This design comes from an exercise in tuning for small area on the open sky130 flow, not from production work. Where RTL was checked, it was by simulation tests only, not by an equivalence proof against the original.

==> inputs of job 7671 <==
Design Ascon_Encryption_upper, start of the top module:
module Ascon_Encryption_upper(clk,rst,Encryption,C,T,Decryption,Hashing,K,N,A,P,Tin);
==> module Ascon_Encryption_upper, before the edit <==
module Ascon_Encryption_upper(clk,rst,Encryption,C,T,Decryption,Hashing,K,N,A,P,Tin);
    input clk, rst, Encryption, Decryption, Hashing;
    input [127:0] K, N, Tin;
    input [255:0] A, P;
    output reg [255:0] C;
    output reg [127:0] T;
    localparam [63:0]  IV  = 64'h80400c0600000000;
    localparam [63:0]  PAD = 64'h8000000000000000;
    localparam [319:0] HIV = 320'hee9398aadb67f03d8bb21831c60f1002b48a92db98d5da6243189921b8f8e3e8348fa5c9d525e140;
    wire [6:0] count;
    counter c1(clk, rst, count);
    reg [191:0] sh;
    reg [3:0] r;
    wire z = |T;
    wire ld, sPad, drep, kK, kF, kT, dsep, byp, clr, six;
    wire [3:0] sA, sP, en;
    Ascon_Encryption A1(count, Encryption, Decryption, Hashing, z,
                        ld, sA, sP, sPad, drep, kK, kF, kT, dsep, byp, clr, en, six);
    wire [63:0] din = {64{sA[0]}} & A[255:192] | {64{sA[1]}} & A[191:128] |
                      {64{sA[2]}} & A[127:64]  | {64{sA[3]}} & A[63:0] |
                      {64{sP[0]}} & P[255:192] | {64{sP[1]}} & P[191:128] |
                      {64{sP[2]}} & P[127:64]  | {64{sP[3]}} & P[63:0] |
                      {64{sPad}} & PAD;
    wire [63:0] s0 = sh[191:128], s1 = sh[127:64], s2 = sh[63:0];
    wire [63:0] y  = (s0 & {64{~clr}}) ^ din;
    wire ldA = ld & ~Hashing, ldH = ld & Hashing;
    wire kx = kF | ldA;
    wire [63:0] u0 = (s0 & {64{~(ld | drep | clr)}}) ^ din ^ ({64{ldA}} & IV) ^ ({64{ldH}} & HIV[319:256]);
    wire [63:0] u1 = (s1 & {64{~ld}}) ^ ({64{kx}} & K[127:64]) ^ ({64{ldH}} & HIV[255:192]);
    wire [63:0] u2 = (s2 & {64{~ld}}) ^ ({64{kx}} & K[63:0])   ^ ({64{ldH}} & HIV[191:128]);
    wire [63:0] u3 = (T[127:64] & {64{~ld}}) ^ ({64{kK}} & K[127:64] | {64{kT}} & Tin[127:64] | {64{ldA}} & N[127:64] | {64{ldH}} & HIV[127:64]);
    wire [63:0] u4 = (T[63:0] & {64{~ld}}) ^ ({64{kK}} & K[63:0] | {64{kT}} & Tin[63:0] | {64{ldA}} & N[63:0] | {64{ldH}} & HIV[63:0]) ^ {63'd0, dsep};
    wire [7:0] rc;
    PCaddconstant P1(r, rc);
    wire [319:0] v;
    Permutation P4({u0, u1, u2 ^ {56'd0, rc}, u3, u4}, v);
    always @(posedge clk) begin
        sh <= v[319:128];
        T  <= byp ? {u3, u4} : v[127:0];
        if (rst)
            r <= 4'd0;
        else if (r == 4'd11)
            r <= six ? 4'd6 : 4'd0;
        else
            r <= r + 4'd1;
        if (en[0]) C[255:192] <= y;
        if (en[1]) C[191:128] <= y;
        if (en[2]) C[127:64]  <= y;
        if (en[3]) C[63:0]    <= y;
    end
endmodule
==> flow/config.mk <==
export PLATFORM = sky130hd
export DESIGN_NAME = Ascon_Encryption_upper
export DESIGN_NICKNAME = Ascon_Encryption_upper
export VERILOG_FILES = /design/flow/design.v
export SDC_FILE = /design/flow/constraint.sdc
export NUM_CORES = 4
export LEC_CHECK = 0
export CAP_MARGIN = 20
export CORE_MARGIN = 2
export CORE_UTILIZATION = 52
export CTS_BUF_LIST = sky130_fd_sc_hd__clkbuf_16
export CTS_CLUSTER_DIAMETER = 100
export CTS_CLUSTER_SIZE = 24
export PLACE_DENSITY = 0.68
export SLEW_MARGIN = 20
==> flow/constraint.sdc <==
create_clock -name core_clock -period 10.0 [get_ports {clk}]
set_input_delay 2.0000 -clock core_clock [delete_from_list [all_inputs] [get_ports {clk}]]
set_output_delay 2.0000 -clock core_clock [all_outputs]
set_load 0.01 [all_outputs]
standard.sh (not shown) runs the stock make flow with config.mk's settings and CLKGATE_MAP_FILE= SYNTH_SCRIPT=/design/flow/synth_recipe.tcl, a recipe that flattens the netlist after the stock synthesis.
==> flow/flow/run.sh <==
#!/bin/bash
set -euo pipefail
W=$(pwd)
export FLOW_WORK="$W"
export MY_ABC_SCRIPT="$W/flow/abc_area.script"
export BUFFER_PORTS_ARGS="-buffer_cell sky130_fd_sc_hd__buf_1"
export PLACE_PINS_ARGS="-min_distance 1 -min_distance_in_tracks"
bash standard.sh SYNTH_SCRIPT="$W/flow/synth.tcl" \
  "BUFFER_PORTS_ARGS=-buffer_cell sky130_fd_sc_hd__buf_1" \
  "PLACE_PINS_ARGS=-min_distance 1 -min_distance_in_tracks" finish > "$W/flow_standard.log" 2>&1
==> flow/flow/abc_area.script <==
&get -n
&st
&dch
&nf -R 1000
&put
topo
==> flow/flow/synth.tcl <==
proc abc {args} {
  set i [lsearch -exact $args -script]
  if {$i >= 0} { set args [lreplace $args $i [expr {$i+1}] -script $::env(MY_ABC_SCRIPT)] }
  yosys abc {*}$args
}
source $::env(FLOW_WORK)/synth_recipe.tcl
==> inputs of job 4285, as changes to job 7671 <==
--- a/flow/design.v
+++ b/flow/design.v
@@ -102,9 +102,9 @@
     wire [63:0] y  = (s0 & {64{~clr}}) ^ din;
-    wire ldA = ld & ~Hashing, ldH = ld & Hashing;
-    wire kx = kF | ldA;
-    wire [63:0] u0 = (s0 & {64{~(ld | drep | clr)}}) ^ din ^ ({64{ldA}} & IV) ^ ({64{ldH}} & HIV[319:256]);
-    wire [63:0] u1 = (s1 & {64{~ld}}) ^ ({64{kx}} & K[127:64]) ^ ({64{ldH}} & HIV[255:192]);
-    wire [63:0] u2 = (s2 & {64{~ld}}) ^ ({64{kx}} & K[63:0])   ^ ({64{ldH}} & HIV[191:128]);
-    wire [63:0] u3 = (T[127:64] & {64{~ld}}) ^ ({64{kK}} & K[127:64] | {64{kT}} & Tin[127:64] | {64{ldA}} & N[127:64] | {64{ldH}} & HIV[127:64]);
-    wire [63:0] u4 = (T[63:0] & {64{~ld}}) ^ ({64{kK}} & K[63:0] | {64{kT}} & Tin[63:0] | {64{ldA}} & N[63:0] | {64{ldH}} & HIV[63:0]) ^ {63'd0, dsep};
+    wire [63:0] u0 = ld ? ((Hashing ? HIV[319:256] : IV) ^ din) : (drep ? din : y);
+    wire [63:0] u1 = ld ? (Hashing ? HIV[255:192] : K[127:64]) : s1 ^ ({64{kF}} & K[127:64]);
+    wire [63:0] u2 = ld ? (Hashing ? HIV[191:128] : K[63:0])   : s2 ^ ({64{kF}} & K[63:0]);
+    wire [63:0] u3 = ld ? (Hashing ? HIV[127:64]  : N[127:64]) :
+                     T[127:64] ^ ({64{kK}} & K[127:64] | {64{kT}} & Tin[127:64]);
+    wire [63:0] u4 = ld ? (Hashing ? HIV[63:0]    : N[63:0]) :
+                     T[63:0] ^ ({64{kK}} & K[63:0] | {64{kT}} & Tin[63:0]) ^ {63'd0, dsep};
     wire [7:0] rc;
--- a/flow/config.mk
+++ b/flow/config.mk
@@ -9,7 +9,7 @@
 export CORE_MARGIN = 2
-export CORE_UTILIZATION = 52
-export CTS_BUF_LIST = sky130_fd_sc_hd__clkbuf_16
-export CTS_CLUSTER_DIAMETER = 100
-export CTS_CLUSTER_SIZE = 24
-export PLACE_DENSITY = 0.68
+export CORE_UTILIZATION = 45
+export CTS_BUF_LIST = sky130_fd_sc_hd__clkbuf_8 sky130_fd_sc_hd__clkbuf_16
+export CTS_CLUSTER_DIAMETER = 45
+export CTS_CLUSTER_SIZE = 28
+export PLACE_DENSITY = 0.6
 export SLEW_MARGIN = 20
==> inputs of job 4878, as changes to job 7671 <==
--- a/flow/config.mk
+++ b/flow/config.mk
@@ -7,5 +7,5 @@
 export LEC_CHECK = 0
-export CAP_MARGIN = 20
+export CAP_MARGIN = 0
 export CORE_MARGIN = 2
-export CORE_UTILIZATION = 52
+export CORE_UTILIZATION = 45
 export CTS_BUF_LIST = sky130_fd_sc_hd__clkbuf_16
@@ -13,3 +13,3 @@
 export CTS_CLUSTER_SIZE = 24
-export PLACE_DENSITY = 0.68
-export SLEW_MARGIN = 20
+export PLACE_DENSITY = 0.6
+export SLEW_MARGIN = 0
==> comparison table <==
metric	job 4878	job 7671	job 4285
Outcome	complete, but fails checks	complete, no violations	complete, no violations
Layout check failures	max-capacitance violations, max-slew violations	-	-
CP arrival	8360 ps	8120 ps	8490 ps
Setup ws final	2150 ps	2370 ps	2050 ps
Relative area of clock buffers and inverters in the final design	0.0205	0.0244	0.0660
Highest cell delay on the worst timing path	1040 ps	1170 ps	1160 ps
Worst-Margin Slew	1580 ps	1310 ps	1270 ps
Number of levels in the clock H-tree	1	2	3
Vias in the first global route	36,382	37,396	38,290
Full die area	88,100 µm²	76,400 µm²	89,000 µm²
Hold Crit Endpoint	r[0]	c1.count[1]	r[0]
Reg-to-reg endpoint	sh[138]	sh[138]	sh[169]
Via Count	39,376	40,698	41,722
CP bufs+invs	2	1	1
Clock buffer count	31	37	95
Area leader, netlist	sky130_fd_sc_hd__xnor2_1	sky130_fd_sc_hd__xnor2_1	sky130_fd_sc_hd__edfxtp_1
Global-route wire length before repair	284,000 µm	281,000 µm	298,000 µm
Cell mode on critical path	-	sky130_fd_sc_hd__xnor2_1	sky130_fd_sc_hd__xnor2_1
Beginning of the critical path	Decryption	T[96]	T[34]
Cells on Worst Hold Path	1	2	1
Fill count	8,233	6,482	7,935
CTS buffer count	31	35	91
Met1 Usage GRT	0.557	0.617	0.581
Slack of the worst reg-to-reg path	2270 ps	2370 ps	2050 ps
Number of violations reported at the end of detailed-routing iteration 0	7,049	7,948	6,409
For job 4285, only the layout was checked, not whether the RTL still works.

-- port drivers added, routing unchanged --
The flow's constraints put no driver on any port. The routed layouts listed below were extracted and timed again, unchanged, in two steps.
Step 1, drivers: a clkbuf_16 drives clk and a buf_2 each remaining input, both assumed.
Step 2 moves the port delays by t, midway between the first and last clock arrival at a register: inputs arrive t later, outputs are due t later. That takes back most of the time a late clock gives input paths.
Slacks: ideal / step 1 / step 2; pairs: ideal / step 1.
| run | t (ns) | slack for setup (ns) | clock arrival spread, ns | pins driven straight from the clock port |
|---|---|---|---|---|
| job 7671 | 0.683 | 2.365 / 2.365 / 1.732 | 0.045 / 0.046 | 1 |
| job 4285 | 0.724 | 2.050 / 2.050 / 1.750 | 0.032 / 0.031 | 1 |
| job 4878 | 0.752 | 2.153 / 2.196 / 1.445 | 0.033 / 0.033 | 1 |
For job 4878, which loses most, drivers alone change the setup slack by +0.043 ns; drivers and shift together by -0.708 ns.
